Source: an optimization exercise on an open RTL-to-GDS flow (aim: small area and a short achievable clock period). Production flows keep margins and buffers that such runs may drop.
Where RTL was checked, it was by simulation tests only, not by an equivalence proof against the original.
For run 2, only the layout was checked, not whether the RTL still works.
Power and IR drop assume default switching activity.

==> flow/design.v, too long to show whole: its modules and the start of the top module <==
// module mips_mul32s: 2501 lines
// module mips_bk30: 81 lines
// module mips_bk32l: 122 lines
// module mips: 429 lines
module mips(
    input rst,
    input clk,
    input wire[31:0] ins_input,
    output wire[31:0] addr_output,
    input wire[31:0] ram_data,
    output wire[31:0] ram_addr_output,
    output wire ram_write_enabler_output,
    output wire[3:0] ram_select_output,
    output wire[31:0] ram_data_output,
    output wire ram_enabler
    );
  // ...
==> flow/flow/run.sh <==
#!/bin/bash
# Own flow: the standard layout (standard.sh, unchanged synthesis and steps), with one
# change to clock tree synthesis: no dummy loads are inserted to balance the leaf buffers
# (they only add cell area here). Sink clustering and repair are as in the standard flow,
# with the cluster size/diameter of config.mk. All tool output goes to flow.log here;
# ORFS's per-step logs stay under orfs/logs.
set -euo pipefail
export CTS_ARGS="-sink_clustering_enable -repair_clock_nets -sink_clustering_size 28 -sink_clustering_max_diameter 70 -dont_use_dummy_load"
bash standard.sh finish > flow.log 2>&1
==> flow/standard.sh <==
#!/bin/bash
# synth_recipe.tcl (not shown) runs the flow's synth.tcl, then flattens the netlist and writes it again
# the make line also repeats each setting of config.mk as NAME=value (left out here)
make -C /OpenROAD-flow-scripts/flow DESIGN_CONFIG=/design/flow/config.mk WORK_HOME=/design/flow/orfs CLKGATE_MAP_FILE= SYNTH_SCRIPT=/design/flow/synth_recipe.tcl "${@:-finish}"
==> flow/config.mk <==
export PLATFORM = sky130hd
export DESIGN_NAME = mips
export DESIGN_NICKNAME = mips
export VERILOG_FILES = /design/flow/design.v
export SDC_FILE = /design/flow/constraint.sdc
export NUM_CORES = 4
export LEC_CHECK = 0
export ABC_AREA = 1
export CAP_MARGIN = 35
export CORE_MARGIN = 2
export CORE_UTILIZATION = 45
export CTS_CLUSTER_DIAMETER = 70
export CTS_CLUSTER_SIZE = 28
export SLEW_MARGIN = 20
==> flow/constraint.sdc <==
create_clock -name core_clock -period 17.0 [get_ports {clk}]
set_input_delay 3.4000 -clock core_clock [delete_from_list [all_inputs] [get_ports {clk}]]
set_output_delay 3.4000 -clock core_clock [all_outputs]
set_load 0.01 [all_outputs]
==> results.json, run 1 <==
{
  "io_buffer_count": 167,
  "grt_busiest_layer": "met2",
  "internal-power_mw": 6.59,
  "powerSeq_mw": 4.25,
  "postCtsSetupRepairBufs": 0,
  "grt_use_met3": 0.127,
  "antennaDiodeCount": 33,
  "synth_compound_area_frac": 0.189,
  "outcome": "finished clean",
  "power_frac_clock": 0.205,
  "largest_register_ffs": 992,
  "setup_tns_ns": 0,
  "postPlaceCellArea_mm2": 0.103,
  "holdPathStages": 0,
  "fin_skew_ns": 0.174,
  "cts_buffers": 103,
  "io_pins": 168,
  "wl_met3_mm": 63.3,
  "multi_input_area_share": 0.472,
  "final-seq-area_mm2": 0.0399,
  "fin_nets": 11300,
  "rr_endpoint": "x_btwo[15]",
  "use_met1": 0.573,
  "coreArea_mm2": 0.214,
  "multi_input_gates": 7140,
  "netlist_area_mm2": 0.0969,
  "irDropWorstVdd_mv": 0.175,
  "yosysTopAreaCell": "edfxtp_1",
  "synth-simple-area-share": 0.125,
  "synthTopCellsByArea": "edfxtp_1 (34%), fa_1 (9.7%), o22ai_1 (8.8%)",
  "flops_and_latches": 1446,
  "sh_seq_area": 0.375,
  "inverters": 1202,
  "wl_per_cell_um": 38.6,
  "synth_top_family_by_area": "compound AO/OA/AOI/OAI gates",
  "met2_length_mm": 218
}
==> inputs of run 2 (changes only) <==
==> flow/design.v (replaced) <==
`timescale 1ns / 1ps
`timescale 1ns / 1ps
module pc_module(
	input clk,  
	input rst,
    input wire[5:0] control,
    input branch_flag,
    input wire[31:0] branch_target,
	output reg[31:0] pc,
	output reg ce
    );
    always @ (posedge clk) begin
        if (rst == 1)
            ce <= 0;
        else
            ce <= 1;
    end
    always @ (posedge clk) begin
        if (ce == 0)
            pc <= 0;
        else if (branch_flag == 1)
            pc <= branch_target;
        else if (control[0] == 0)
            pc <= pc + 4;
    end
endmodule
`timescale 1ns / 1ps
module insFetch2insDecode(
    input clk,
    input rst,
    input wire[31:0] insFetchPC,
    input wire[31:0] insFetchInst,
    output reg[31:0] insDecodePC,
    output reg[31:0] insDecodeInst,
    input wire[5:0] control
    );
    always @ (posedge clk) begin
        if (rst == 1) begin
            insDecodePC <= 0;
            insDecodeInst <= 0;
        end
        else if(control[1] == 0) begin
            insDecodePC <= insFetchPC;
            insDecodeInst <= insFetchInst;
        end
    end
endmodule
`timescale 1ns / 1ps
 `timescale 1ns / 1ps
module insDecode(
    input rst,
    input wire[31:0] insDecode_pc,
    input wire[31:0] insDecode_ins,
    input wire[31:0] reg1_data_input,
    input wire[31:0] reg2_data_input,
    input execute_WriteOrNot,
    input wire[4:0] execute_DestAddr,
    input wire[31:0] execute_Wdata,
    input memory_WriteOrNot,
    input wire[4:0] memory_DestAddr,
    input wire[31:0] memory_Wdata,
    output reg reg1_read_enabler,
    output reg reg2_read_enabler,
    output reg[4:0] reg1_addr_output,
    output reg[4:0] reg2_addr_output,
    output reg[7:0] aluop_output,
    output reg[2:0] alusel_output,
    output reg[31:0] regOp1,
    output reg[31:0] regOp2,
    output reg[4:0] dest_addr,
    output reg write_or_not,
    input in_delayslot,
    output reg branch_flag_output,
    output reg [31:0] branch_target_output,
    output reg in_delayslot_output,
    output reg next_delay,
    output reg [31:0] ret_addr,
    output wire[31:0] insDecode_ins_output,
    output insDecode_pause_output
    );
    reg [31:0] imm;
    wire[5:0] op1 = insDecode_ins[31:26]; 
    wire[4:0] op2 = insDecode_ins[10:6];  
    wire[5:0] op3 = insDecode_ins[5:0]; 
    wire[4:0] op4 = insDecode_ins[20:16]; 
    wire[31:0] pc_8;
    wire[31:0] pc_4;
    wire[31:0] imm_sll2_signedext;
    assign pc_8 = insDecode_pc + 8;
    assign pc_4 = insDecode_pc + 4;
    assign imm_sll2_signedext = {{14{insDecode_ins[15]}}, insDecode_ins[15:0], 2'b00};
    assign insDecode_ins_output = insDecode_ins;
    assign insDecode_pause_output = 0;
    always @ (*) begin
        if (rst == 1) begin
            aluop_output <= 0;
            alusel_output <= 0;
            dest_addr <= 0;
            write_or_not <= 0;
            reg1_read_enabler <= 0;
            reg2_read_enabler <= 0;
            reg1_addr_output <= 0;
            reg2_addr_output <= 0;
            imm <= 0;
            ret_addr <= 0;
            branch_target_output <= 0;
            branch_flag_output <= 0;            
            next_delay <= 0;
        end else if (in_delayslot == 1) begin
            aluop_output <= 0;
            alusel_output <= 0;
            dest_addr <= 0;
            write_or_not <= 0;
            reg1_read_enabler <= 0;
            reg2_read_enabler <= 0;
            reg1_addr_output <= 0;
            reg2_addr_output <= 0;
            imm <= 0;
            ret_addr <= 0;
            branch_target_output <= 0;
            branch_flag_output <= 0;            
            next_delay <= 0;
        end else begin
            aluop_output <= 0;
            alusel_output <= 0;
            dest_addr <= insDecode_ins[15:11];
            write_or_not <= 0;
            reg1_read_enabler <= 0;
            reg2_read_enabler <= 0;
            reg1_addr_output <= insDecode_ins[25:21];
            reg2_addr_output <= insDecode_ins[20:16];
            imm <= 0;
            ret_addr <= 0;
            branch_target_output <= 0;
            branch_flag_output <= 0;            
            next_delay <= 0;
            case(op1)
                6'b001101: begin
                    write_or_not <= 1;
                    aluop_output <= 8'b0101_1010;
                    alusel_output <= 3'b001;
                    reg1_read_enabler <= 1;
                    reg2_read_enabler <= 0;
                    imm <= {16'b0, insDecode_ins[15:0]};
                    dest_addr <= insDecode_ins[20:16];
                end
                6'b001100: begin
                    write_or_not <= 1;
                    aluop_output <= 8'b0101_1001;
                    alusel_output <= 3'b001;
                    reg1_read_enabler <= 1;
                    reg2_read_enabler <= 0;
                    imm <= {16'b0, insDecode_ins[15:0]};
                    dest_addr <= insDecode_ins[20:16];
                end
                6'b001110: begin
                    write_or_not <= 1;
                    aluop_output <= 8'b0101_1011;
                    alusel_output <= 3'b001;
                    reg1_read_enabler <= 1;
                    reg2_read_enabler <= 0;
                    imm <= {16'b0, insDecode_ins[15:0]};
                    dest_addr <= insDecode_ins[20:16];
                end
                6'b001111: begin
                    write_or_not <= 1;
                    aluop_output <= 8'b0101_1100;
                    alusel_output <= 3'b001;
                    reg1_read_enabler <= 1;
                    reg2_read_enabler <= 0;
                    imm <= {insDecode_ins[15:0], 16'b0};
                    dest_addr <= insDecode_ins[20:16];
                end
                6'b001000: begin
                    write_or_not <= 1;
                    aluop_output <= 8'b01010101;
                    alusel_output <= 3'b100;
                    reg1_read_enabler <= 1;
                    reg2_read_enabler <= 0;
                    if(insDecode_ins[15] == 1'b1)
                        imm <= {16'hffff, insDecode_ins[15:0]};
                    else
                        imm <= {16'b0, insDecode_ins[15:0]};
                    dest_addr <= insDecode_ins[20:16];
                end
                6'b001001: begin
                    write_or_not <= 1;
                    aluop_output <= 8'b01010110;
                    alusel_output <= 3'b100;
                    reg1_read_enabler <= 1;
                    reg2_read_enabler <= 0;
                    if(insDecode_ins[15] == 1'b1)
                        imm <= {16'hffff, insDecode_ins[15:0]};
                    else
                        imm <= {16'b0, insDecode_ins[15:0]};
                    dest_addr <= insDecode_ins[20:16];
                end
                6'b001010: begin
                    write_or_not <= 1;
                    aluop_output <= 8'b00101010;
                    alusel_output <= 3'b100;
                    reg1_read_enabler <= 1;
                    reg2_read_enabler <= 0;
                    if(insDecode_ins[15] == 1'b1)
                        imm <= {16'hffff, insDecode_ins[15:0]};
                    else
                        imm <= {16'b0, insDecode_ins[15:0]};
                    dest_addr <= insDecode_ins[20:16];
                end
                6'b001011: begin
                    write_or_not <= 1;
                    aluop_output <= 8'b00101011;
                    alusel_output <= 3'b100;
                    reg1_read_enabler <= 1;
                    reg2_read_enabler <= 0;
                    if(insDecode_ins[15] == 1'b1)
                        imm <= {16'hffff, insDecode_ins[15:0]};
                    else
                        imm <= {16'b0, insDecode_ins[15:0]};
                    dest_addr <= insDecode_ins[20:16];
                end
                6'b000010: begin
                    write_or_not <= 0;
                    aluop_output <= 8'b01001111;
                    alusel_output <= 3'b110;
                    reg1_read_enabler <= 0;
                    reg2_read_enabler <= 0;
                    ret_addr <= 0;
                    branch_flag_output <= 1;
                    next_delay <= 1;
                    branch_target_output <= {pc_4[31:28], insDecode_ins[25:0], 2'b00};
                end
                6'b000011: begin
                    write_or_not <= 1;
                    dest_addr <= 5'b11111;
                    aluop_output <= 8'b01010000;
                    alusel_output <= 3'b110;
                    reg1_read_enabler <= 0;
                    reg2_read_enabler <= 0;
                    ret_addr <= pc_4;
                    branch_flag_output <= 1;
                    next_delay <= 1;
                    branch_target_output <= {pc_4[31:28], insDecode_ins[25:0], 2'b00};
                end
                6'b000100: begin
                    write_or_not <= 0;
                    aluop_output <= 8'b01010001;
                    alusel_output <= 3'b110;
                    reg1_read_enabler <= 1;
                    reg2_read_enabler <= 1;
                    if(regOp1 == regOp2) begin
                        branch_target_output <= pc_4 + imm_sll2_signedext;
                        branch_flag_output <= 1;
                        next_delay <= 1;
                    end
                end
                6'b000111: begin
                    write_or_not <= 0;
                    aluop_output <= 8'b01010100;
                    alusel_output <= 3'b110;
                    reg1_read_enabler <= 1;
                    reg2_read_enabler <= 0;
                    if(regOp1[31] == 0 && regOp1 != 0) begin
                        branch_target_output <= pc_4 + imm_sll2_signedext;
                        branch_flag_output <= 1;
                        next_delay <= 1;
                    end
                end
                6'b000110: begin
                    write_or_not <= 0;
                    aluop_output <= 8'b01010011;
                    alusel_output <= 3'b110;
                    reg1_read_enabler <= 1;
                    reg2_read_enabler <= 0;
                    if(regOp1[31] == 1 && regOp1 == 0) begin
                        branch_target_output <= pc_4 + imm_sll2_signedext;
                        branch_flag_output <= 1;
                        next_delay <= 1;
                    end
                end
                6'b000101: begin
                    write_or_not <= 0;
                    aluop_output <= 8'b01010011;
                    alusel_output <= 3'b110;
                    reg1_read_enabler <= 1;
                    reg2_read_enabler <= 1;
                    if(regOp1 != regOp2) begin
                        branch_target_output <= pc_4 + imm_sll2_signedext;
                        branch_flag_output <= 1;
                        next_delay <= 1;
                    end
                end
                6'b100000: begin
                    write_or_not <= 1;
                    aluop_output <= 8'b11100000;
                    alusel_output <= 3'b111;
                    reg1_read_enabler <= 1;
                    reg2_read_enabler <= 0;
                    dest_addr <= insDecode_ins[20:16];
                end
                6'b100100: begin
                    write_or_not <= 1;
                    aluop_output <= 8'b11100100;
                    alusel_output <= 3'b111;
                    reg1_read_enabler <= 1;
                    reg2_read_enabler <= 0;
                    dest_addr <= insDecode_ins[20:16];
                end
                6'b100001: begin
                    write_or_not <= 1;
                    aluop_output <= 8'b11100001;
                    alusel_output <= 3'b111;
                    reg1_read_enabler <= 1;
                    reg2_read_enabler <= 0;
                    dest_addr <= insDecode_ins[20:16];
                end
                6'b100101: begin
                    write_or_not <= 1;
                    aluop_output <= 8'b11100101;
                    alusel_output <= 3'b111;
                    reg1_read_enabler <= 1;
                    reg2_read_enabler <= 0;
                    dest_addr <= insDecode_ins[20:16];
                end
                6'b100011: begin
                    write_or_not <= 1;
                    aluop_output <= 8'b11100011;
                    alusel_output <= 3'b111;
                    reg1_read_enabler <= 1;
                    reg2_read_enabler <= 0;
                    dest_addr <= insDecode_ins[20:16];
                end
                6'b100010: begin
                    write_or_not <= 1;
                    aluop_output <= 8'b11100010;
                    alusel_output <= 3'b111;
                    reg1_read_enabler <= 1;
                    reg2_read_enabler <= 1;
                    dest_addr <= insDecode_ins[20:16];
                end
                6'b100110: begin
                    write_or_not <= 1;
                    aluop_output <= 8'b11100110;
                    alusel_output <= 3'b111;
                    reg1_read_enabler <= 1;
                    reg2_read_enabler <= 1;
                    dest_addr <= insDecode_ins[20:16];
                end
                6'b101000: begin
                    write_or_not <= 0;
                    aluop_output <= 8'b11101000;
                    alusel_output <= 3'b111;
                    reg1_read_enabler <= 1;
                    reg2_read_enabler <= 1;
                end
                6'b101001: begin
                    write_or_not <= 0;
                    aluop_output <= 8'b11101001;
                    alusel_output <= 3'b111;
                    reg1_read_enabler <= 1;
                    reg2_read_enabler <= 1;
                end
                6'b101011: begin
                    write_or_not <= 0;
                    aluop_output <= 8'b11101011;
                    alusel_output <= 3'b111;
                    reg1_read_enabler <= 1;
                    reg2_read_enabler <= 1;
                end
                6'b101010: begin
                    write_or_not <= 0;
                    aluop_output <= 8'b11101010;
                    alusel_output <= 3'b111;
                    reg1_read_enabler <= 1;
                    reg2_read_enabler <= 1;
                end
                6'b101110: begin
                    write_or_not <= 0;
                    aluop_output <= 8'b11101110;
                    alusel_output <= 3'b111;
                    reg1_read_enabler <= 1;
                    reg2_read_enabler <= 1;
                end
                6'b000001: begin
                    case(op4)
                        5'b00001: begin
                            write_or_not <= 0;
                            aluop_output <= 8'b01000001;
                            alusel_output <= 3'b110;
                            reg1_read_enabler <= 1;
                            reg2_read_enabler <= 0;
                            if(regOp1[31] == 0) begin
                                branch_target_output <= pc_4 + imm_sll2_signedext;
                                branch_flag_output <= 1;
                                next_delay <= 1;
                            end
                        end
                        5'b10001: begin
                            write_or_not <= 1;
                            dest_addr <= 5'b11111;
                            aluop_output <= 8'b01001011;
                            alusel_output <= 3'b110;
                            reg1_read_enabler <= 1;
                            reg2_read_enabler <= 0;
                            ret_addr <= pc_8;
                            if(regOp1[31] == 0) begin
                                branch_target_output <= pc_4 + imm_sll2_signedext;
                                branch_flag_output <= 1;
                                next_delay <= 1;
                            end
                        end
                        5'b00000 : begin
                            write_or_not <= 0;
                            aluop_output <= 8'b01001011;
                            alusel_output <= 3'b110;
                            reg1_read_enabler <= 1;
                            reg2_read_enabler <= 0;
                            ret_addr <= pc_8;
                            if(regOp1[31] == 1) begin
                                branch_target_output <= pc_4 + imm_sll2_signedext;
                                branch_flag_output <= 1;
                                next_delay <= 1;
                            end
                        end
                        5'b10000 : begin
                            write_or_not <= 1;
                            dest_addr <= 5'b11111;
                            aluop_output <= 8'b01001011;
                            alusel_output <= 3'b110;
                            reg1_read_enabler <= 1;
                            reg2_read_enabler <= 0;
                            ret_addr <= pc_8;
                            if(regOp1[31] == 1) begin
                                branch_target_output <= pc_4 + imm_sll2_signedext;
                                branch_flag_output <= 1;
                                next_delay <= 1;
                            end
                        end
                    endcase
                end
                6'b000000: begin
                    case (op3)
                        6'b100100: begin
                            write_or_not <= 1;
                            aluop_output <= 8'b0010_0100;
                            alusel_output <= 3'b001;
                            reg1_read_enabler <= 1;
                            reg2_read_enabler <= 1;
                            dest_addr <= insDecode_ins[15:11];
                        end
                        6'b100101: begin
                            write_or_not <= 1;
                            aluop_output <= 8'b0010_0101;
                            alusel_output <= 3'b001;
                            reg1_read_enabler <= 1;
                            reg2_read_enabler <= 1;
                            dest_addr <= insDecode_ins[15:11];
                        end
                        6'b100110: begin
                            write_or_not <= 1;
                            aluop_output <= 8'b0010_0110;
                            alusel_output <= 3'b001;
                            reg1_read_enabler <= 1;
                            reg2_read_enabler <= 1;
                            dest_addr <= insDecode_ins[15:11];
                        end
                        6'b100111: begin
                            write_or_not <= 1;
                            aluop_output <= 8'b0010_0111;
                            alusel_output <= 3'b001;
                            reg1_read_enabler <= 1;
                            reg2_read_enabler <= 1;
                            dest_addr <= insDecode_ins[15:11];
                        end
                        6'b000010: begin
                            write_or_not <= 1;
                            aluop_output <= 8'b0000_0010;
                            alusel_output <= 3'b010;
                            reg1_read_enabler <= 0;
                            reg2_read_enabler <= 1;
                            dest_addr <= insDecode_ins[15:11];
                            imm <= op2;
                        end
                        6'b000011: begin
                            write_or_not <= 1;
                            aluop_output <= 8'b0000_0011;
                            alusel_output <= 3'b010;
                            reg1_read_enabler <= 0;
                            reg2_read_enabler <= 1;
                            dest_addr <= insDecode_ins[15:11];
                            imm <= op2;
                        end
                        6'b000100: begin
                            write_or_not <= 1;
                            aluop_output <= 8'b0000_0100;
                            alusel_output <= 3'b010;
                            reg1_read_enabler <= 1;
                            reg2_read_enabler <= 1;
                            dest_addr <= insDecode_ins[15:11];
                        end
                        6'b000110: begin
                            write_or_not <= 1;
                            aluop_output <= 8'b0000_0110;
                            alusel_output <= 3'b010;
                            reg1_read_enabler <= 1;
                            reg2_read_enabler <= 1;
                            imm <= insDecode_ins[15:11];
                        end
                        6'b000111: begin
                            write_or_not <= 1;
                            aluop_output <= 8'b0000_0111;
                            alusel_output <= 3'b010;
                            reg1_read_enabler <= 1;
                            reg2_read_enabler <= 1;
                            imm <= insDecode_ins[15:11];
                        end
                        6'b001111: begin
                            write_or_not <= 1;
                            aluop_output <= 8'b0000_0000;
                            alusel_output <= 3'b000;
                            reg1_read_enabler <= 0;
                            reg2_read_enabler <= 1;
                        end
                        6'b001011: begin
                            aluop_output <= 8'b00001011;
                            alusel_output <=3'b011;
                            reg1_read_enabler <= 1;
                            reg2_read_enabler <= 1;
                            if(regOp2 != 0) begin
                                write_or_not <= 1;
                            end else begin
                                write_or_not <= 0;
                            end
                        end
                        6'b001010: begin
                            aluop_output <= 8'b00001010;
                            alusel_output <=3'b011;
                            reg1_read_enabler <= 1;
                            reg2_read_enabler <= 1;
                            dest_addr <= insDecode_ins[15:11];
                            if(regOp2 == 0) begin
                                write_or_not <= 1;
                            end else begin
                                write_or_not <= 0;
                            end
                        end 
                        6'b010000:begin
                            aluop_output <= 8'b00010000;
                            alusel_output <= 3'b011;
                            reg1_read_enabler <= 0;
                            reg2_read_enabler <= 0;
                            write_or_not <= 1;
                        end
                        6'b010010:begin
                            aluop_output <= 8'b00010010;
                            alusel_output <= 3'b011;
                            reg1_read_enabler <= 0;
                            reg2_read_enabler <= 0;
                            write_or_not <= 1;
                        end
                        6'b010001:begin
                            aluop_output <= 8'b00010001;
                            alusel_output <= 3'b011;
                            reg1_read_enabler <= 1;
                            reg2_read_enabler <= 0;
                            write_or_not <= 0;
                        end
                        6'b010011:begin
                            aluop_output <= 8'b00010011;
                            alusel_output <= 3'b011;
                            reg1_read_enabler <= 1;
                            reg2_read_enabler <= 0;
                            write_or_not <= 0;
                        end
                        6'b100000:begin
                            aluop_output <= 8'b00100000;
                            alusel_output <= 3'b100;
                            reg1_read_enabler <= 1;
                            reg2_read_enabler <= 1;
                            write_or_not <= 1;
                        end
                        6'b100001: begin
                            aluop_output <= 8'b00100001;
                            alusel_output <= 3'b100;
                            reg1_read_enabler <= 1;
                            reg2_read_enabler <= 1;
                            write_or_not <= 1;
                        end 
                        6'b100010: begin
                            aluop_output <= 8'b00100010;
                            alusel_output <= 3'b100;
                            reg1_read_enabler <= 1;
                            reg2_read_enabler <= 1;
                            write_or_not <= 1;
                        end
                        6'b100011: begin
                            aluop_output <= 8'b00100011;
                            alusel_output <= 3'b100;
                            reg1_read_enabler <= 1;
                            reg2_read_enabler <= 1;
                            write_or_not <= 1;
                        end
                        6'b101010: begin
                            aluop_output <= 8'b00101010;
                            alusel_output <= 3'b100;
                            reg1_read_enabler <= 1;
                            reg2_read_enabler <= 1;
                            write_or_not <= 1;
                        end
                        6'b101011: begin
                            aluop_output <= 8'b00101011;
                            alusel_output <= 3'b100;
                            reg1_read_enabler <= 1;
                            reg2_read_enabler <= 1;
                            write_or_not <= 1;
                        end
                        6'b011000: begin
                            write_or_not <= 0;
                            reg1_read_enabler <= 1;
                            reg2_read_enabler <= 1;
                            aluop_output <= 8'b00011000;
                            alusel_output <= 3'b101;
                        end
                        6'b011001: begin
                            write_or_not <= 0;
                            reg1_read_enabler <= 1;
                            reg2_read_enabler <= 1;
                            aluop_output <= 8'b00011000;
                            alusel_output <= 3'b101;
                        end
                        6'b001000: begin
                            write_or_not <= 0;
                            aluop_output <= 8'b00001000;
                            alusel_output <= 3'b110;
                            reg1_read_enabler <= 1;
                            reg2_read_enabler <= 0;
                            ret_addr <= 0;
                            branch_target_output <= regOp1;
                            branch_flag_output <= 1;
                            next_delay <= 1;
                        end
                        6'b001001: begin
                            write_or_not <= 1;
                            aluop_output <= 8'b00001001;
                            alusel_output <= 3'b110;
                            reg1_read_enabler <= 1;
                            reg2_read_enabler <= 0;
                            dest_addr <= insDecode_ins[15:11];
                            ret_addr <= pc_4;
                            branch_target_output <= regOp1;
                            branch_flag_output <= 1;
                            next_delay <= 1;
                        end
                        6'b000000: begin
                            if (op2 == 5'b00000) begin
                                write_or_not <= 0;
                                aluop_output <= 8'b0000_0000;
                                alusel_output <= 3'b000;
                                dest_addr <= insDecode_ins[15:11];
                                reg1_read_enabler <= 0;
                                reg2_read_enabler <= 0;
                            end else begin
                                write_or_not <= 1'b1;
                                aluop_output <= 8'b0111_1100;
                                alusel_output <= 3'b010;
                                reg1_read_enabler <= 0;
                                reg2_read_enabler <= 1;
                                dest_addr <= insDecode_ins[15:11];
                                imm <= op2;
                            end
                        end
                    endcase
                end
                6'b011100: begin
                    case(op3)
                        6'b100000: begin
                            write_or_not <= 1;
                            aluop_output <= 8'b10110000;
                            alusel_output <= 3'b100;
                            reg1_read_enabler <= 1;
                            reg2_read_enabler <= 0;
                        end
                        6'b100001: begin
                            write_or_not <= 1;
                            aluop_output <= 8'b10110001;
                            alusel_output <= 3'b100;
                            reg1_read_enabler <= 1;
                            reg2_read_enabler <= 0;
                        end
                        6'b000010: begin
                            write_or_not <= 1;
                            aluop_output <= 8'b10101001;
                            alusel_output <= 3'b101;
                            reg1_read_enabler <= 1;
                            reg2_read_enabler <= 1;
                        end
                    endcase
                end
            endcase
        end
    end
    always @ (*) begin
        if (rst == 1)
            in_delayslot_output <= 0;
        else
            in_delayslot_output <= in_delayslot;
    end
    always @ (*) begin
        if (rst == 1)
            regOp1 <= 0;
        else if (reg1_read_enabler == 1 && execute_WriteOrNot == 1 && execute_DestAddr == reg1_addr_output)
            regOp1 <= execute_Wdata;
        else if (reg1_read_enabler == 1 && memory_WriteOrNot == 1 && memory_DestAddr == reg1_addr_output)
            regOp1 <= memory_Wdata;
        else if (reg1_read_enabler == 1)
            regOp1 <= reg1_data_input;
        else 
            regOp1 <= imm;
    end
    always @ (*) begin
        if (rst == 1) 
            regOp2 <= 0;
        else if (reg2_read_enabler == 1 && execute_WriteOrNot == 1 && execute_DestAddr == reg2_addr_output)
            regOp2 <= execute_Wdata;
        else if (reg2_read_enabler == 1 && memory_WriteOrNot == 1 && memory_DestAddr == reg2_addr_output)
            regOp2 <= memory_Wdata;
        else if (reg2_read_enabler == 1) 
            regOp2 <= reg2_data_input;
        else 
            regOp2 <= imm;
    end
endmodule
`timescale 1ns / 1ps
module insDecode2execute(
    input clk,
    input rst,
    input wire[7:0] aluop_input,
    input wire[2:0] alusel_input,
    input wire[31:0] regOp1,
    input wire[31:0] regOp2,
    input wire[4:0] dest_addr,
    input write_or_not,
    output reg[7:0] aluop_output,
    output reg[2:0] alusel_output,
    output reg[31:0] regOp1_output,
    output reg[31:0] regOp2_output,
    output reg[4:0] dest_addr_output,
    output reg write_or_not_output,
    input in_delayslot,
    input wire[31:0] ret_addr,
    input next_delay,
    output reg execute_in_delayslot,
    output reg[31:0] ret_addr_output,
    output reg insDecode_in_delayslot,
    input wire[31:0] insDecode_ins,
    output reg[31:0] insDecode2execute_ins,
    input wire[5:0] control
    );
    always @ (posedge clk) begin
        if(rst == 1) begin
            aluop_output <= 0;
            alusel_output <= 0;
            regOp1_output <= 0;
            regOp2_output <= 0;
            dest_addr_output <= 0;
            write_or_not_output <= 0;
            ret_addr_output <= 0;
            execute_in_delayslot <= 0;
            insDecode_in_delayslot <= 0;
            insDecode2execute_ins <= 0;
        end else if(control[2] == 0) begin
            aluop_output <= aluop_input;
            alusel_output <= alusel_input;
            regOp1_output <= regOp1;
            regOp2_output <= regOp2;
            dest_addr_output <= dest_addr;
            write_or_not_output <= write_or_not;
            ret_addr_output <= ret_addr;
            execute_in_delayslot <= in_delayslot;
            insDecode_in_delayslot <= next_delay;
            insDecode2execute_ins <= insDecode_ins;
        end
    end
endmodule
`timescale 1ns / 1ps
 `timescale 1ns / 1ps
module execute(
    input rst,
    input wire[7:0] aluop_input,
    input wire[2:0] alusel_input,
    input wire[31:0] regOp1,
    input wire[31:0] regOp2,
    input wire[4:0] dest_addr,
    input write_or_not,
    input wire memory_HILO_enabler,
    input wire[31:0] memory_HILO_HI,
    input wire[31:0] memory_HILO_LO,
    input wire memory2writeback_HILO_enabler,
    input wire[31:0] memory2writeback_HILO_HI,
    input wire[31:0] memory2writeback_HILO_LO,
    input wire [31:0] hilo0_HILO_HI,
    input wire [31:0] hilo0_HILO_LO,
    input wire[31:0] ret_addr,
    input wire in_delayslot,
    output reg[4:0] dest_addr_output,
    output reg write_or_not_output,
    output reg[31:0] wdata_output,
    output reg execute_HILO_enabler,
    output reg[31:0] execute_HILO_HI,
    output reg[31:0] execute_HILO_LO,
    input wire[31:0] insDecode2execute_ins,
    output wire[7:0] aluop_output,
    output wire[31:0] mem_addr_output,
    output wire[31:0] regOp2_output,
    output execute_pause_output
    );
    reg [31:0] opOut;
    reg [31:0] hi;
    reg [31:0] lo;
    wire overflow;
    wire reg1_eq_reg2;
    wire reg1_lt_reg2;
    reg[31:0] arch_answer;
    wire[31:0] regOp2_mux;
    wire[31:0] regOp1_not;
    wire[31:0] sum_result;
    wire[31:0] mulOp1;
    wire[31:0] mulOp2;
    wire[63:0] mul_temp;
    reg[63:0] mul_result;
    assign regOp2_mux = ((aluop_input == 8'b00100010) || (aluop_input == 8'b00100011) || (aluop_input == 8'b00101010)) ? (~regOp2) + 1 : regOp2;
    assign sum_result = regOp1 + regOp2_mux;
    assign overflow = (!regOp1[31] && !regOp2[31] && sum_result[31]) || (regOp1[31] && regOp2[31] && !sum_result[31]);
    assign reg1_lt_reg2 = (aluop_input == 8'b00101010) ? ((regOp1[31] && !regOp2[31]) || (!regOp1[31] && !regOp2[31] && sum_result[31]) || (regOp1[31] && regOp2[31] && sum_result[31])):(regOp1 < regOp2);
    assign regOp1_not = ~regOp1;
    assign mulOp1 = ((( aluop_input == 8'b10101001) || (aluop_input == 8'b00011000)) && (regOp1[31] == 1)) ? (~regOp1) + 1 : regOp1;
    assign mulOp2 = ((( aluop_input == 8'b10101001) || (aluop_input == 8'b00011000)) && (regOp2[31] == 1)) ? (~regOp2) + 1 : regOp2;
    assign mul_temp = mulOp1 * mulOp2;
    assign aluop_output = aluop_input;
    assign mem_addr_output = regOp1 + {{16{insDecode2execute_ins[15]}}, insDecode2execute_ins[15:0]};
    assign regOp2_output = regOp2;
    assign execute_pause_output = 0;
    always @ (*) begin
        if (rst == 1'b1) begin
            arch_answer <= 0;
        end else begin
            case (aluop_input)
                8'b00101010:
                    arch_answer <= reg1_lt_reg2;
                8'b00101011: 
                    arch_answer <= reg1_lt_reg2;
                8'b00100000:
                    arch_answer <= sum_result;
                8'b00100001:
                    arch_answer <= sum_result;
                8'b01010101:
                    arch_answer <= sum_result;
                8'b01010110:
                    arch_answer <= sum_result;
                8'b00100010:
                    arch_answer <= sum_result;
                8'b00100011:
                    arch_answer <= sum_result;
                8'b10110000: 
                    arch_answer <= regOp1[31] ? 0 : regOp1[30] ? 1 : regOp1[29] ? 2 :
                                                     regOp1[28] ? 3 : regOp1[27] ? 4 : regOp1[26] ? 5 :
                                                     regOp1[25] ? 6 : regOp1[24] ? 7 : regOp1[23] ? 8 : 
                                                     regOp1[22] ? 9 : regOp1[21] ? 10 : regOp1[20] ? 11 :
                                                     regOp1[19] ? 12 : regOp1[18] ? 13 : regOp1[17] ? 14 : 
                                                     regOp1[16] ? 15 : regOp1[15] ? 16 : regOp1[14] ? 17 : 
                                                     regOp1[13] ? 18 : regOp1[12] ? 19 : regOp1[11] ? 20 :
                                                     regOp1[10] ? 21 : regOp1[9] ? 22 : regOp1[8] ? 23 : 
                                                     regOp1[7] ? 24 : regOp1[6] ? 25 : regOp1[5] ? 26 : 
                                                     regOp1[4] ? 27 : regOp1[3] ? 28 : regOp1[2] ? 29 : 
                                                     regOp1[1] ? 30 : regOp1[0] ? 31 : 32 ;
                 8'b10110001:
                    arch_answer <= regOp1_not[31] ? 0 : regOp1_not[30] ? 1 : regOp1_not[29] ? 2 :
                                                     regOp1_not[28] ? 3 : regOp1_not[27] ? 4 : regOp1_not[26] ? 5 :
                                                     regOp1_not[25] ? 6 : regOp1_not[24] ? 7 : regOp1_not[23] ? 8 : 
                                                     regOp1_not[22] ? 9 : regOp1_not[21] ? 10 : regOp1_not[20] ? 11 :
                                                     regOp1_not[19] ? 12 : regOp1_not[18] ? 13 : regOp1_not[17] ? 14 : 
                                                     regOp1_not[16] ? 15 : regOp1_not[15] ? 16 : regOp1_not[14] ? 17 : 
                                                     regOp1_not[13] ? 18 : regOp1_not[12] ? 19 : regOp1_not[11] ? 20 :
                                                     regOp1_not[10] ? 21 : regOp1_not[9] ? 22 : regOp1_not[8] ? 23 : 
                                                     regOp1_not[7] ? 24 : regOp1_not[6] ? 25 : regOp1_not[5] ? 26 : 
                                                     regOp1_not[4] ? 27 : regOp1_not[3] ? 28 : regOp1_not[2] ? 29 : 
                                                     regOp1_not[1] ? 30 : regOp1_not[0] ? 31 : 32 ;
                 default:
                    arch_answer <= 0;
            endcase
        end
    end
    always @ (*) begin
        if (rst == 1) begin
            mul_result <= 0;
        end else if((aluop_input == 8'b00011000) || (aluop_input == 8'b10101001)) begin
            if (regOp1[31] ^ regOp2[31] == 1) begin
                mul_result <= ~mul_temp + 1;
            end else begin
                mul_result <= mul_temp;
            end
        end else begin
            mul_result <= mul_temp;
        end
    end
    always @ (*) begin
        if(rst == 1) begin
            opOut <= 0;
            execute_HILO_enabler <= 0;
            execute_HILO_HI <= 0;
            execute_HILO_LO <= 0;
        end else begin
            opOut <= 0;
            execute_HILO_enabler <= 0;
            execute_HILO_HI <= hi;
            execute_HILO_LO <= lo;
            case (aluop_input)
                8'b0010_0100: begin
                    opOut <= regOp1 & regOp2;
                end
                8'b0010_0101: begin
                    opOut <= regOp1 | regOp2;
                end
                8'b0010_0110: begin
                    opOut <= regOp1 ^ regOp2;
                end
                8'b0010_0111: begin
                    opOut <= ~(regOp1 | regOp2);
                end
                8'b0101_1001: begin
                    opOut <= regOp1 & regOp2;
                end
                8'b0101_1010: begin
                    opOut <= regOp1 | regOp2;
                end
                8'b0101_1011: begin
                    opOut <= regOp1 ^ regOp2;
                end
                8'b0101_1100: begin
                    opOut <= regOp2;
                end
                8'b0111_1100: begin
                    opOut <= regOp2 << regOp1;
                end
                8'b0000_0100: begin
                    opOut <= regOp2 << regOp1;
                end
                8'b0000_0010: begin
                    opOut <= regOp2 >> regOp1;
                end
                8'b0000_0110: begin
                    opOut <= regOp2 >> regOp1;
                end
                8'b0000_0011: begin
                    opOut <= $signed(regOp2) >>> regOp1;
                end
                8'b0000_0111: begin
                    opOut <= $signed(regOp2) >>> regOp1;
                end
                8'b00001011: begin
                    opOut <= regOp1;
                end
                8'b00001010: begin
                    opOut <= regOp1;
                end
                8'b00010000: begin
                    opOut <= hi;
                end
                8'b00010010: begin
                    opOut <= lo;
                end
                8'b00011000, 8'b00011001: begin
                    execute_HILO_enabler <= 1;
                    execute_HILO_HI <= mul_result[63:32];
                    execute_HILO_LO <= mul_result[31:0];
                end
                8'b00010001: begin
                    execute_HILO_enabler <= 1;
                    execute_HILO_HI <= regOp1;
                    execute_HILO_LO <= lo;
                end
                8'b00010011: begin
                    execute_HILO_enabler <= 1;
                    execute_HILO_HI <= hi;
                    execute_HILO_LO <= regOp1;
                end
                default:begin
                    opOut <= 0;
                    execute_HILO_enabler <= 0;
                end
            endcase
        end
    end
    always @ (*) begin
        dest_addr_output <= dest_addr;
        if((aluop_input == 8'b00100000 || aluop_input == 8'b01010101 || aluop_input == 8'b00100010) && overflow == 1) 
            write_or_not_output <= 0;
        else
            write_or_not_output <= write_or_not;
        case (alusel_input)
            3'b001:
                wdata_output <= opOut;
            3'b010:
                wdata_output <= opOut;
            3'b011:
                wdata_output <= opOut;
            3'b100:
                wdata_output <= arch_answer;
            3'b101:
                wdata_output <= mul_result[31:0];
            3'b110:
                wdata_output <= ret_addr;
            default:
                wdata_output <= 0;
        endcase
    end
    always @ (*) begin
        if (memory_HILO_enabler == 1) begin
            hi = memory_HILO_HI;
            lo = memory_HILO_LO;
        end else if (memory2writeback_HILO_enabler == 1) begin
            hi = memory2writeback_HILO_HI;
            lo = memory2writeback_HILO_LO;
        end else begin
            hi = hilo0_HILO_HI;
            lo = hilo0_HILO_LO;
        end
    end
endmodule
`timescale 1ns / 1ps
module execute2memory(
    input rst,
    input clk,
    input wire[4:0] dest_addr,
    input write_or_not,
    input wire[31:0] wdata,
    input execute_HILO_enabler,
    input wire[31:0] execute_HILO_HI,
    input wire[31:0] execute_HILO_LO,
    output reg[4:0] dest_addr_output,
    output reg write_or_not_output,
    output reg[31:0] wdata_output,
    output reg execute2memory_HILO_enabler,
    output reg[31:0] execute2memory_HILO_HI,
    output reg[31:0] execute2memory_HILO_LO,
    input wire[7:0] aluop,
    input wire[31:0] mem_addr,
    input wire[31:0] regOp2,
    output reg[7:0] aluop_output,
    output reg[31:0] mem_addr_output,
    output reg[31:0] regOp2_output,
    input wire[5:0] control
    );
    always @ (posedge clk) begin
        if (rst == 1) begin
            dest_addr_output <= 0;
            write_or_not_output <= 0;
            wdata_output <= 0;
            execute2memory_HILO_enabler <= 0;
            execute2memory_HILO_HI <= 0;
            execute2memory_HILO_LO <= 0;
            aluop_output <= 0;
            mem_addr_output <= 0;
            regOp2_output <= 0;
        end else if(control[3] == 0) begin
            dest_addr_output <= dest_addr;
            write_or_not_output <= write_or_not;
            wdata_output <= wdata;
            execute2memory_HILO_enabler <= execute_HILO_enabler;
            execute2memory_HILO_HI <= execute_HILO_HI;
            execute2memory_HILO_LO <= execute_HILO_LO;
            aluop_output <= aluop;
            mem_addr_output <= mem_addr;
            regOp2_output <= regOp2;
        end
    end
endmodule
`timescale 1ns / 1ps
 `timescale 1ns / 1ps
module memory(
    input rst,
    input wire[4:0] dest_addr,
    input write_or_not,
    input wire[31:0] wdata,
    input execute2memory_HILO_enabler,
    input wire[31:0] execute2memory_HILO_HI,
    input wire[31:0] execute2memory_HILO_LO,
    output reg[4:0] dest_addr_output,
    output reg write_or_not_output,
    output reg[31:0] wdata_output,
    output reg memory_HILO_enabler,
    output reg[31:0] memory_HILO_HI,
    output reg[31:0] memory_HILO_LO,
    input wire[7:0] aluop,
    input wire[31:0] mem_addr,
    input wire[31:0] regOp2,
    input wire[31:0] mem_data,
    output reg[31:0] mem_addr_output,
    output reg[31:0] mem_data_output,
    output reg mem_write_enabler_output,
    output reg[3:0] mem_select_output,
    output reg mem_enabler_output
    );
    always @ (*) begin
        if (rst == 1) begin
            dest_addr_output <= 0;
            write_or_not_output <= 0;
            wdata_output <= 0;
            memory_HILO_enabler <= 0;
            memory_HILO_HI <= 0;
            memory_HILO_LO <= 0;
            mem_write_enabler_output <= 0;
            mem_addr_output <= 0;
            mem_select_output <= 4'b1111;
            mem_enabler_output <= 0;
            mem_data_output <= 0;
        end else begin
            dest_addr_output <= dest_addr;
            write_or_not_output <= write_or_not;
            wdata_output <= wdata;
            memory_HILO_enabler <= execute2memory_HILO_enabler;
            memory_HILO_HI <= execute2memory_HILO_HI;
            memory_HILO_LO <= execute2memory_HILO_LO;
            mem_write_enabler_output <= 0;
            mem_addr_output <= 0;
            mem_select_output <= 4'b1111;
            mem_enabler_output <= 0;
            mem_data_output <= 0;
            case (aluop)
                8'b11100000: begin
                    mem_addr_output <= mem_addr;
                    mem_write_enabler_output <= 0;
                    mem_enabler_output <= 1;
                    case (mem_addr[1:0])
                        2'b00: begin
                            wdata_output <= {{24{mem_data[31]}},mem_data[31:24]};
                            mem_select_output <= 4'b1000;
                        end
                        2'b01: begin
                            wdata_output <= {{24{mem_data[23]}},mem_data[23:16]};
                            mem_select_output <= 4'b0100;
                        end
                        2'b10: begin
                            wdata_output <= {{24{mem_data[15]}},mem_data[15:8]};
                            mem_select_output <= 4'b0010;
                        end
                        2'b11: begin
                            wdata_output <= {{24{mem_data[7]}},mem_data[7:0]};
                            mem_select_output <= 4'b0001;
                        end
                        default: begin
                            wdata_output <= 0;
                        end
                    endcase
                end
                8'b11100100: begin
                    mem_addr_output <= mem_addr;
                    mem_write_enabler_output <= 0;
                    mem_enabler_output <= 1;
                    case (mem_addr[1:0])
                        2'b00: begin
                            wdata_output <= {{24{1'b0}},mem_data[31:24]};
                            mem_select_output <= 4'b1000;
                        end
                        2'b01: begin
                            wdata_output <= {{24{1'b0}},mem_data[23:16]};
                            mem_select_output <= 4'b0100;
                        end
                        2'b10: begin
                            wdata_output <= {{24{1'b0}},mem_data[15:8]};
                            mem_select_output <= 4'b0010;
                        end
                        2'b11: begin
                            wdata_output <= {{24{1'b0}},mem_data[7:0]};
                            mem_select_output <= 4'b0001;
                        end
                        default: begin
                            wdata_output <= 0;
                        end
                    endcase                
                end
                8'b11100001: begin
                    mem_addr_output <= mem_addr;
                    mem_write_enabler_output <= 0;
                    mem_enabler_output <= 1;
                    case (mem_addr[1:0])
                        2'b00: begin
                            wdata_output <= {{16{mem_data[31]}},mem_data[31:16]};
                            mem_select_output <= 4'b1100;
                        end
                        2'b10: begin
                            wdata_output <= {{16{mem_data[15]}},mem_data[15:0]};
                            mem_select_output <= 4'b0011;
                        end
                        default: begin
                            wdata_output <= 0;
                        end
                    endcase                    
                end
                8'b11100101: begin
                    mem_addr_output <= mem_addr;
                    mem_write_enabler_output <= 0;
                    mem_enabler_output <= 1;
                    case (mem_addr[1:0])
                        2'b00: begin
                            wdata_output <= {{16{1'b0}},mem_data[31:16]};
                            mem_select_output <= 4'b1100;
                        end
                        2'b10: begin
                            wdata_output <= {{16{1'b0}},mem_data[15:0]};
                            mem_select_output <= 4'b0011;
                        end
                        default: begin
                            wdata_output <= 0;
                        end
                    endcase                
                end
                8'b11100011: begin
                    mem_addr_output <= mem_addr;
                    mem_write_enabler_output <= 0;
                    wdata_output <= mem_data;
                    mem_select_output <= 4'b1111;
                    mem_enabler_output <= 1;        
                end
                8'b11100010: begin
                    mem_addr_output <= {mem_addr[31:2], 2'b00};
                    mem_write_enabler_output <= 0;
                    mem_select_output <= 4'b1111;
                    mem_enabler_output <= 1;
                    case (mem_addr[1:0])
                        2'b00: begin
                            wdata_output <= mem_data[31:0];
                        end
                        2'b01: begin
                            wdata_output <= {mem_data[23:0],regOp2[7:0]};
                        end
                        2'b10: begin
                            wdata_output <= {mem_data[15:0],regOp2[15:0]};
                        end
                        2'b11: begin
                            wdata_output <= {mem_data[7:0],regOp2[23:0]};    
                        end
                        default: begin
                            wdata_output <= 0;
                        end
                    endcase                
                end
                8'b11100110: begin
                    mem_addr_output <= {mem_addr[31:2], 2'b00};
                    mem_write_enabler_output <= 0;
                    mem_select_output <= 4'b1111;
                    mem_enabler_output <= 1;
                    case (mem_addr[1:0])
                        2'b00: begin
                            wdata_output <= {regOp2[31:8],mem_data[31:24]};
                        end
                        2'b01: begin
                            wdata_output <= {regOp2[31:16],mem_data[31:16]};
                        end
                        2'b10: begin
                            wdata_output <= {regOp2[31:24],mem_data[31:8]};
                        end
                        2'b11: begin
                            wdata_output <= mem_data;    
                        end
                        default: begin
                            wdata_output <= 0;
                        end
                    endcase                    
                end
                8'b11101000: begin
                    mem_addr_output <= mem_addr;
                    mem_write_enabler_output <= 1;
                    mem_data_output <= {regOp2[7:0],regOp2[7:0],regOp2[7:0],regOp2[7:0]};
                    mem_enabler_output <= 1;
                    case (mem_addr[1:0])
                        2'b00: begin
                            mem_select_output <= 4'b1000;
                        end
                        2'b01: begin
                            mem_select_output <= 4'b0100;
                        end
                        2'b10: begin
                            mem_select_output <= 4'b0010;
                        end
                        2'b11: begin
                            mem_select_output <= 4'b0001;    
                        end
                        default: begin
                            mem_select_output <= 4'b0000;
                        end
                    endcase                
                end
                8'b11101001: begin
                    mem_addr_output <= mem_addr;
                    mem_write_enabler_output <= 1;
                    mem_data_output <= {regOp2[15:0],regOp2[15:0]};
                    mem_enabler_output <= 1;
                    case (mem_addr[1:0])
                        2'b00: begin
                            mem_select_output <= 4'b1100;
                        end
                        2'b10: begin
                            mem_select_output <= 4'b0011;
                        end
                        default: begin
                            mem_select_output <= 4'b0000;
                        end
                    endcase                        
                end
                8'b11101011: begin
                    mem_addr_output <= mem_addr;
                    mem_write_enabler_output <= 1;
                    mem_data_output <= regOp2;
                    mem_select_output <= 4'b1111;    
                    mem_enabler_output <= 1;        
                end
                8'b11101010: begin
                    mem_addr_output <= {mem_addr[31:2], 2'b00};
                    mem_write_enabler_output <= 1;
                    mem_enabler_output <= 1;
                    case (mem_addr[1:0])
                        2'b00: begin                          
                            mem_select_output <= 4'b1111;
                            mem_data_output <= regOp2;
                        end
                        2'b01: begin
                            mem_select_output <= 4'b0111;
                            mem_data_output <= {8'b00000000,regOp2[31:8]};
                        end
                        2'b10: begin
                            mem_select_output <= 4'b0011;
                            mem_data_output <= {16'b0000000000000000,regOp2[31:16]};
                        end
                        2'b11: begin
                            mem_select_output <= 4'b0001;    
                            mem_data_output <= {24'b000000000000000000000000,regOp2[31:24]};
                        end
                        default: begin
                            mem_select_output <= 4'b0000;
                        end
                    endcase                            
                end
                8'b11101110: begin
                    mem_addr_output <= {mem_addr[31:2], 2'b00};
                    mem_write_enabler_output <= 1;
                    mem_enabler_output <= 1;
                    case (mem_addr[1:0])
                        2'b00: begin                          
                            mem_select_output <= 4'b1000;
                            mem_data_output <= {regOp2[7:0],24'b000000000000000000000000};
                        end
                        2'b01: begin
                            mem_select_output <= 4'b1100;
                            mem_data_output <= {regOp2[15:0],16'b0000000000000000};
                        end
                        2'b10: begin
                            mem_select_output <= 4'b1110;
                            mem_data_output <= {regOp2[23:0],8'b00000000};
                        end
                        2'b11: begin
                            mem_select_output <= 4'b1111;    
                            mem_data_output <= regOp2[31:0];
                        end
                        default: begin
                            mem_select_output <= 4'b0000;
                        end
                    endcase                                            
                end
            endcase
        end
    end
endmodule
`timescale 1ns / 1ps
module memory2writeback(
    input rst,
    input clk,
    input wire[4:0] dest_addr,
    input write_or_not,
    input wire[31:0] wdata,
    input memory_HILO_enabler,
    input wire[31:0] memory_HILO_HI,
    input wire[31:0] memory_HILO_LO,
    output reg[4:0] dest_addr_output,
    output reg write_or_not_output,
    output reg[31:0] wdata_output,
    output reg memory2writeback_HILO_enabler,
    output reg[31:0] memory2writeback_HILO_HI,
    output reg[31:0] memory2writeback_HILO_LO,
    input wire[5:0] control
    );
    always @ (posedge clk) begin
        if (rst == 1 || (control[4] == 1 && control[5] == 0)) begin
            dest_addr_output <= 0;
            write_or_not_output <= 0;
            wdata_output <= 0;
            memory2writeback_HILO_enabler <= 0; 
            memory2writeback_HILO_HI <= 0; 
            memory2writeback_HILO_LO <= 0;
        end else if(control[4] == 0)begin
            dest_addr_output <= dest_addr;
            write_or_not_output <= write_or_not;
            wdata_output <= wdata;
            memory2writeback_HILO_enabler <= memory_HILO_enabler;
            memory2writeback_HILO_HI <= memory_HILO_HI;
            memory2writeback_HILO_LO <= memory_HILO_LO;
        end
    end
endmodule
`timescale 1ns / 1ps
module regfile(
    input clk,
    input rst,
    input we,
    input wire[4:0] waddr,
    input wire[31:0] wdata,
    input re1,
    input wire[4:0] raddr1,
    output reg[31:0] rdata1,
    input re2,
    input wire[4:0] raddr2,
    output reg[31:0] rdata2
    );
    reg[31:0] regs[0:31];
    integer i;
    always @ (posedge clk) begin
        if(rst == 0 && we == 1 && waddr != 0)
            regs[waddr] <= wdata;
        else if (rst == 1) 
            for(i = 0; i < 32; i = i + 1)
                regs[i] <= wdata;
    end
    always @ (*) begin
        if(rst == 1)
            rdata1 <= 0;
        else if (raddr1 == 0)
            rdata1 <= 0;
        else if (raddr1 == waddr && we == 1 && re1 == 1)
            rdata1 <= wdata;
        else if (re1 == 1)
            rdata1 <= regs[raddr1];
        else
            rdata1 <= 0;
    end
    always @ (*) begin
        if(rst == 1)
            rdata2 <= 0;
        else if (raddr2 == 0)
            rdata2 <= 0;
        else if (raddr2 == waddr && we == 1 && re1 == 1)
            rdata2 <= wdata;
        else if (re2 == 1)
            rdata2 <= regs[raddr2];
        else
            rdata2 <= 0;
    end
endmodule
`timescale 1ns / 1ps
module hilo(
    input clk,
    input rst,
    input enabler,
    input wire[31:0] memory2writeback_HI,
    input wire[31:0] memory2writeback_LO,
    output reg[31:0] hilo_hi,
    output reg[31:0] hilo_lo
    );
    always @ (posedge clk) begin
        if(rst == 1) begin
            hilo_hi <= 0;
            hilo_lo <= 0;
        end else begin
            if (enabler == 1) begin
                hilo_hi <= memory2writeback_HI;
                hilo_lo <= memory2writeback_LO;
            end
        end
    end
endmodule
`timescale 1ns / 1ps
module control(
    input rst,
    input insDecode_pause,
    input execute_pause,
    output reg[5:0] control_output
    );
    always @ (*) begin
        if(rst == 1) begin
            control_output <= 0;
        end else if(execute_pause == 1)
            control_output <= 6'b001111;
        else if(insDecode_pause == 1)
            control_output <= 6'b000111;
        else
            control_output <= 0;
    end
endmodule
`timescale 1ns / 1ps
module mips(
    input rst,
    input clk,
    input wire[31:0] ins_input,
    output wire[31:0] addr_output,
    input wire[31:0] ram_data,
    output wire[31:0] ram_addr_output,
    output wire ram_write_enabler_output,
    output wire[3:0] ram_select_output,
    output wire[31:0] ram_data_output,
    output wire ram_enabler
    );
    wire [31:0] pc;
    wire [31:0] insDecode_PC;
    wire [31:0] insDecode_Inst;
    wire [7:0] insDecode_AluopOutput;
    wire [2:0] insDecode_AluselOutput;
    wire [31:0] insDecode_Reg1;
    wire [31:0] insDecode_Reg2;
    wire [4:0] insDecode_DestAddr;
    wire insDecode_WriteOrNot;
    wire reg1Enabler;
    wire reg2Enabler;
    wire [31:0] reg1Data;
    wire [31:0] reg2Data;
    wire [4:0] reg1Addr;
    wire [4:0] reg2Addr;
    wire [7:0] InsDecode_Aluop;
    wire [2:0] InsDecode_Alusel;
    wire [31:0] InsDecode_Reg1;
    wire [31:0] InsDecode_Reg2;
    wire [4:0]InsDecode_DestAddr;
    wire InsDecode_WriteOrNot;
    wire [7:0] InsDecode2execute_aluop;
    wire [2:0] InsDecode2execute_alusel;
    wire [31:0] InsDecode2execute_Reg1;
    wire [31:0] InsDecode2execute_Reg2;
    wire InsDecode2execute_WriteOrNot;
    wire [4:0] InsDecode2execute_DestAddr;
    wire execute_WriteOrNot;
    wire [4:0] execute_DestAddr;
    wire [31:0] execute_Wdata;
    wire execute_HILO_enabler;
    wire [31:0]execute_HILO_HI;
    wire [31:0]execute_HILO_LO;
    wire execute2memory_WriteOrNot;
    wire [4:0] execute2memory_DestAddr;
    wire [31:0] execute2memory_Wdata;
    wire execute2memory_HILO_enabler;
    wire [31:0] execute2memory_HILO_HI;
    wire [31:0] execute2memory_HILO_LO;
    wire memory_WriteOrNot;
    wire [4:0] memory_DestAddr;
    wire [31:0] memory_Wdata;
    wire memory_HILO_enabler;
    wire [31:0] memory_HILO_HI;
    wire [31:0] memory_HILO_LO;
    wire memory2writeback_WriteOrNot;
    wire [4:0] memory2writeback_DestAddr;
    wire [31:0] memory2writeback_Wdata;
    wire memory2writeback_HILO_enabler;
    wire [31:0] memory2writeback_HILO_HI;
    wire [31:0] memory2writeback_HILO_LO;
    wire [31:0] hilo_HI;
    wire [31:0] hilo_LO;
    wire [31:0] insDecode2pc_branchTargetAddr;
    wire insDecode2pc_branchFlag;
    wire [31:0] insDecode_retAddr;
    wire insDecode_inDelayslot;
    wire insDecode_nextDelay;
    wire insDecode2execute_executeInDelayslot;
    wire [31:0] insDecode2execute_retAddr;
    wire insDecode2execute_insDecodeInDelayslot;
    wire [31:0] insDecode_ins;
    wire [31:0] insDecode2execute_ins;
    wire [7:0] execute_aluop;
    wire [31:0] execute_mem_addr;
    wire [31:0] execute_regOp2;
    wire [7:0] execute2memory_aluop;
    wire [31:0] execute2memory_mem_addr;
    wire [31:0] execute2memory_regOp2;
    wire [5:0] control_output;
    wire insDecode_pause;
    wire execute_pause;
    assign addr_output = pc;
    pc_module pc_module0(
        .clk(clk),
        .rst(rst),
        .branch_flag(insDecode2pc_branchFlag),
        .branch_target(insDecode2pc_branchTargetAddr),
        .pc(pc),
        .ce(enabler_output),
        .control(control_output)
    );
    insFetch2insDecode insFecth2insDecode0(
        .clk(clk),.rst(rst),
        .insFetchPC(pc),.insFetchInst(ins_input),
        .insDecodePC(insDecode_PC), .insDecodeInst(insDecode_Inst),
        .control(control_output)
    );
    insDecode insDecode0(
        .rst(rst),
        .insDecode_pc(insDecode_PC), .insDecode_ins(insDecode_Inst),
        .reg1_data_input(reg1Data), .reg2_data_input(reg2Data),
        .reg1_read_enabler(reg1Enabler), .reg2_read_enabler(reg2Enabler),
        .execute_WriteOrNot(execute_WriteOrNot), .execute_DestAddr(execute_DestAddr), .execute_Wdata(execute_Wdata),
        .memory_WriteOrNot(memory_WriteOrNot), .memory_DestAddr(memory_DestAddr), .memory_Wdata(memory_Wdata),
        .reg1_addr_output(reg1Addr), .reg2_addr_output(reg2Addr),
        .aluop_output(InsDecode_Aluop), .alusel_output(InsDecode_Alusel),
        .regOp1(InsDecode_Reg1), .regOp2(InsDecode_Reg2),
        .dest_addr(InsDecode_DestAddr), .write_or_not(InsDecode_WriteOrNot),
        .in_delayslot(insDecode2execute_insDecodeInDelayslot),
        .branch_flag_output(insDecode2pc_branchFlag),
        .branch_target_output(insDecode2pc_branchTargetAddr),
        .ret_addr(insDecode_retAddr), .next_delay(insDecode_nextDelay),
        .in_delayslot_output(insDecode_inDelayslot),
        .insDecode_ins_output(insDecode_ins),
        .insDecode_pause_output(insDecode_pause)
    );
    insDecode2execute insDecode2execute0(
        .clk(clk), .rst(rst),
        .aluop_input(InsDecode_Aluop), .alusel_input(InsDecode_Alusel),
        .regOp1(InsDecode_Reg1), .regOp2(InsDecode_Reg2),
        .dest_addr(InsDecode_DestAddr), .write_or_not(InsDecode_WriteOrNot),
        .aluop_output(InsDecode2execute_aluop), .alusel_output(InsDecode2execute_alusel),
        .regOp1_output(InsDecode2execute_Reg1), .regOp2_output(InsDecode2execute_Reg2),
        .dest_addr_output(InsDecode2execute_DestAddr), .write_or_not_output(InsDecode2execute_WriteOrNot),
        .in_delayslot(insDecode_inDelayslot), .ret_addr(insDecode_retAddr), .next_delay(insDecode_nextDelay),
        .execute_in_delayslot(insDecode2execute_executeInDelayslot),
        .ret_addr_output(insDecode2execute_retAddr),
        .insDecode_in_delayslot(insDecode2execute_insDecodeInDelayslot),
        .insDecode_ins(insDecode_ins),
        .insDecode2execute_ins(insDecode2execute_ins),
        .control(control_output)
    );
    execute execute0(
        .rst(rst),
        .aluop_input(InsDecode2execute_aluop),
        .alusel_input(InsDecode2execute_alusel),
        .regOp1(InsDecode2execute_Reg1),
        .regOp2(InsDecode2execute_Reg2),
        .dest_addr(InsDecode2execute_DestAddr),
        .write_or_not(InsDecode2execute_WriteOrNot),
        .memory_HILO_enabler(memory_HILO_enabler),
        .memory_HILO_HI(memory_HILO_HI),
        .memory_HILO_LO(memory_HILO_LO),
        .hilo0_HILO_HI(hilo_HI),
        .hilo0_HILO_LO(hilo_LO),
        .dest_addr_output(execute_DestAddr),
        .write_or_not_output(execute_WriteOrNot),
        .wdata_output(execute_Wdata),
        .memory2writeback_HILO_enabler(memory2writeback_HILO_enabler),
        .memory2writeback_HILO_HI(memory2writeback_HILO_HI),
        .memory2writeback_HILO_LO(memory2writeback_HILO_LO),
        .ret_addr(insDecode2execute_retAddr),
        .in_delayslot(insDecode2execute_executeInDelayslot),
        .execute_HILO_enabler(execute_HILO_enabler),
        .execute_HILO_HI(execute_HILO_HI),
        .execute_HILO_LO(execute_HILO_LO),
        .insDecode2execute_ins(insDecode2execute_ins),
        .aluop_output(execute_aluop),
        .mem_addr_output(execute_mem_addr),
        .regOp2_output(execute_regOp2),
        .execute_pause_output(execute_pause)
    );
    execute2memory execute2memory0(
        .rst(rst), .clk(clk),
        .dest_addr(execute_DestAddr), .write_or_not(execute_WriteOrNot),
        .wdata(execute_Wdata),
        .execute_HILO_enabler(execute_HILO_enabler),
        .execute_HILO_HI(execute_HILO_HI),
        .execute_HILO_LO(execute_HILO_LO),
        .dest_addr_output(execute2memory_DestAddr), .write_or_not_output(execute2memory_WriteOrNot),
        .wdata_output(execute2memory_Wdata),
        .execute2memory_HILO_enabler(execute2memory_HILO_enabler),
        .execute2memory_HILO_HI(execute2memory_HILO_HI),
        .execute2memory_HILO_LO(execute2memory_HILO_LO),
        .aluop(execute_aluop),
        .mem_addr(execute_mem_addr),
        .regOp2(execute_regOp2),
        .aluop_output(execute2memory_aluop),
        .mem_addr_output(execute2memory_mem_addr),
        .regOp2_output(execute2memory_regOp2),
        .control(control_output)
    );
    memory memory0(
        .rst(rst),
        .dest_addr(execute2memory_DestAddr),
        .write_or_not(execute2memory_WriteOrNot),
        .wdata(execute2memory_Wdata),
        .execute2memory_HILO_enabler(execute2memory_HILO_enabler),
        .execute2memory_HILO_HI(execute2memory_HILO_HI),
        .execute2memory_HILO_LO(execute2memory_HILO_LO),
        .dest_addr_output(memory_DestAddr), 
        .write_or_not_output(memory_WriteOrNot),
        .wdata_output(memory_Wdata),
        .memory_HILO_enabler(memory_HILO_enabler),
        .memory_HILO_HI(memory_HILO_HI),
        .memory_HILO_LO(memory_HILO_LO),
        .aluop(execute2memory_aluop),
        .mem_addr(execute2memory_mem_addr),
        .regOp2(execute2memory_regOp2),
        .mem_data(ram_data),
        .mem_data_output(ram_data_output),
        .mem_addr_output(ram_addr_output),
        .mem_write_enabler_output(ram_write_enabler_output),
        .mem_select_output(ram_select_output),
        .mem_enabler_output(ram_enabler)
    );
    memory2writeback memory2writeback0(
        .clk(clk), .rst(rst),
        .dest_addr(memory_DestAddr), .write_or_not(memory_WriteOrNot),
        .wdata(memory_Wdata),
        .memory_HILO_enabler(memory_HILO_enabler),
        .memory_HILO_HI(memory_HILO_HI),
        .memory_HILO_LO(memory_HILO_LO),
        .dest_addr_output(memory2writeback_DestAddr), .write_or_not_output(memory2writeback_WriteOrNot),
        .wdata_output(memory2writeback_Wdata),
        .memory2writeback_HILO_enabler(memory2writeback_HILO_enabler),
        .memory2writeback_HILO_HI(memory2writeback_HILO_HI),
        .memory2writeback_HILO_LO(memory2writeback_HILO_LO),
        .control(control_output)
    );
    regfile regfile0(
        .clk(clk), .rst(rst),
        .we(memory2writeback_WriteOrNot), .waddr(memory2writeback_DestAddr), .wdata(memory2writeback_Wdata),
        .re1(reg1Enabler), .re2(reg2Enabler),
        .raddr1(reg1Addr), .raddr2(reg2Addr),
        .rdata1(reg1Data), .rdata2(reg2Data)
    );
    hilo hilo0(
        .clk(clk), .rst(rst),
        .enabler(memory2writeback_HILO_enabler),
        .memory2writeback_HI(memory2writeback_HILO_HI), .memory2writeback_LO(memory2writeback_HILO_LO),
        .hilo_hi(hilo_HI), .hilo_lo(hilo_LO)
    );
    control control0(
        .rst(rst),
        .insDecode_pause(insDecode_pause),
        .execute_pause(execute_pause),
        .control_output(control_output)
    );
endmodule
==> flow/run.sh (new file) <==
#!/bin/bash
# synth_recipe.tcl (not shown) runs the flow's synth.tcl, then flattens the netlist and writes it again
# the make line also repeats each setting of config.mk as NAME=value (left out here)
make -C /OpenROAD-flow-scripts/flow DESIGN_CONFIG=/design/flow/config.mk WORK_HOME=/design/flow/orfs CLKGATE_MAP_FILE= SYNTH_SCRIPT=/design/flow/synth_recipe.tcl finish
==> flow/config.mk (replaced) <==
export PLATFORM = sky130hd
export DESIGN_NAME = mips
export DESIGN_NICKNAME = mips
export VERILOG_FILES = /design/flow/design.v
export SDC_FILE = /design/flow/constraint.sdc
export NUM_CORES = 4
export LEC_CHECK = 0
export CAP_MARGIN = 35
export CORE_MARGIN = 2
export CORE_UTILIZATION = 35
export SLEW_MARGIN = 20
removed: flow/flow/run.sh
removed: flow/standard.sh
==> run 2 against run 1 <==
Combinational power fell by about 60%. Global-route usage fell by 12 points. Clock skew fell by 0.086 ns. Synthesized cell count rose by 30%. Die area rose by 68%. Maximum frequency fell by 47%. Sequential share of layout area fell by 8.1 points. Critical endpoint is now execute2memory0.execute2memory_HILO_HI[31]. Largest cell class unchanged. Largest power group is now registers.
==> results.json, run 2 <==
{
  "largest_register_ffs": 1024,
  "cp_common_cell": "fa_1",
  "area_delta_synth_final_pct": 12.8,
  "crit_type": "register to register",
  "synth_edf_count": 1024,
  "netlist_area_mm2": 0.128,
  "async_reset_ff_frac": 0,
  "antenna_found_initial": 55,
  "cts.clk_slew.worst_paths_ns": 0.06,
  "cts_max_level": 4,
  "wl_per_cell_um": 34.4,
  "layout_commonest_cell": "nand2_1",
  "yosysTopAreaCellShare": 0.241,
  "worstHoldStart": "execute2memory0.execute2memory_HILO_HI[5]",
  "cp.arrival_ns": 16.43,
  "dp_cells": 18300,
  "clk_latency_ns": 0.95,
  "io_buffer_count": 167,
  "final-setup-viol-count": 0,
  "postCtsSetupRepairBufs": 0,
  "ys_dominant_reg_cell": "edfxtp_1",
  "fin_nets": 15100,
  "fin_crit_sh": 0.918,
  "worstPathRequired_ns": 17.83,
  "final-seq-area_mm2": 0.0422,
  "irDropWorstVdd_mv": 0.0960,
  "drtAntennaViolNets": 0,
  "drt_iter0_drc": 16500,
  "cts_buffers": 182,
  "grt_pass1_wl_mm": 890,
  "synthTopCellsByArea": "edfxtp_1 (24%), fa_1 (14%), dfxtp_1 (8.9%)",
  "dr.pass1.iters": 10,
  "rrSetupSlack_ns": 1.40,
  "grt.total_usage": 0.338,
  "grt_max_degree": 130,
  "coreArea_mm2": 0.363,
  "cp_max_fo": 32,
  "io_pins": 168,
  "hpwl_mm": 451,
  "outcome": "finished clean",
  "start_util": 0.352,
  "root_buffer": "clkbuf_16",
  "fin_skew_ns": 0.0884,
  "tightest_slew_ns": 1.31,
  "avgSynthCellArea_um2": 9.29,
  "yosysWarnings": 12,
  "grt_pass1_vias": 113000,
  "final_area_mm2": 0.144,
  "synth.distinct_cells": 111,
  "cts_tree": "yes",
  "grt_overflow": 0,
  "layout_min_cycle_time_ns": 15.60,
  "power.density_mw_per_mm2": 71.7,
  "die_area_mm2": 0.369,
  "cts.path.max_buffers": 4,
  "mostFrequentLayoutCells": "nand2_1 (1964), nor2_1 (1281), inv_1 (1024), edfxtp_1 (1024), fa_1 (899)",
  "postPlaceCellArea_mm2": 0.137,
  "drc": 0,
  "worst_slew_margin_rel": 0.130,
  "cp-startpoint": "insDecode2execute0.regOp2_output[1]",
  "nFillCells": 36000,
  "p_leak_nw": 54.9,
  "setup_tns_ns": 0,
  "yosysTopAreaCell": "edfxtp_1",
  "crit_slowest_cell": "a311oi_1",
  "fmax_mhz": 64.1,
  "regToRegStartpoint": "insDecode2execute0.regOp2_output[1]",
  "holdWs_ns": 0.424,
  "wl_mm": 643,
  "stdcell_count": 18700,
  "postCtsHoldBufs": 0
}
run 2: logic make-up after synthesis:
kind of cell / count (synthesis) / share of synthesized area
buffers and inverters: 2025 / 0.0605
adder cells (fa/ha/maj): 1360 / 0.186
flip-flops: 1593 / 0.330
XOR/XNOR: 435 / 0.0300
AND/OR/NAND/NOR: 4745 / 0.168
AO/OA/AOI/OAI: 2947 / 0.158
multiplexers: 629 / 0.0670
run 2: final timing paths:
check	endpoint	depth (start not counted)
max	execute2memory0.execute2memory_HILO_HI[31]	45
min	memory2writeback0.memory2writeback_HILO_HI[5]	1
max reg2reg	execute2memory0.execute2memory_HILO_HI[31]	45
min reg2reg	memory2writeback0.memory2writeback_HILO_HI[5]	1
run 2: critical path, delay by kind of cell, from the launching register on:
family / cells / cell delay [ns]
buffers and inverters: 8 / 1.25
AO/OA/AOI/OAI: 14 / 4.94
XOR/XNOR: 2 / 0.75
adder cells (fa/ha/maj): 10 / 4.68
flip-flops: 1 / 0.30
AND/OR/NAND/NOR: 11 / 3.55
run 2: cell type report:
cell class,instances,area share
repair buffers,773,0.0474
clock inverters,112,0.00875
clock buffers,219,0.0336
multi-input cells,10100,0.548
flip-flops and latches,1593,0.293
well taps,4794,0.0417
inverters,1030,0.0269
diodes,34,0.000592
run 2: per-layer routing:
| metal | vias up | global-route usage | wire (µm) |
|---|---|---|---|
| met3 | 2467 | 0.0971 | 72600 |
| met2 | 8242 | 0.506 | 276000 |
| met5 | - | 0 | 264 |
| li1 | 48400 | - | - |
| met4 | 40 | 0.293 | 66200 |
| met1 | 58100 | 0.398 | 228000 |
run 2: per-stage QoR:
| step | setup slack (ns) | util |
|---|---|---|
| final | 1.40 | 0.397 |
| after global routing | 0.951 | 0.397 |
| after CTS | 1.87 | 0.396 |
| after detailed placement | 1.96 | 0.379 |
| after global placement | 1.94 | 0.376 |
| after floorplan | 4.76 | - |
run 2: power by group:
group	leakage, nW	internal [mW]	total, mW	switching (mW)
Sequential	15.2	4.22	4.31	0.0932
Clock	2.96	2.38	4.13	1.76
Combinational	36.7	0.512	1.86	1.35

Setup slack of run 2, layout unchanged: 1.399 ns with ideal ports, 1.399 ns with driving cells assumed (clock clkbuf_16, inputs buf_2), 1.399 ns with port delays also shifted by the 1.008 ns mid clock arrival.
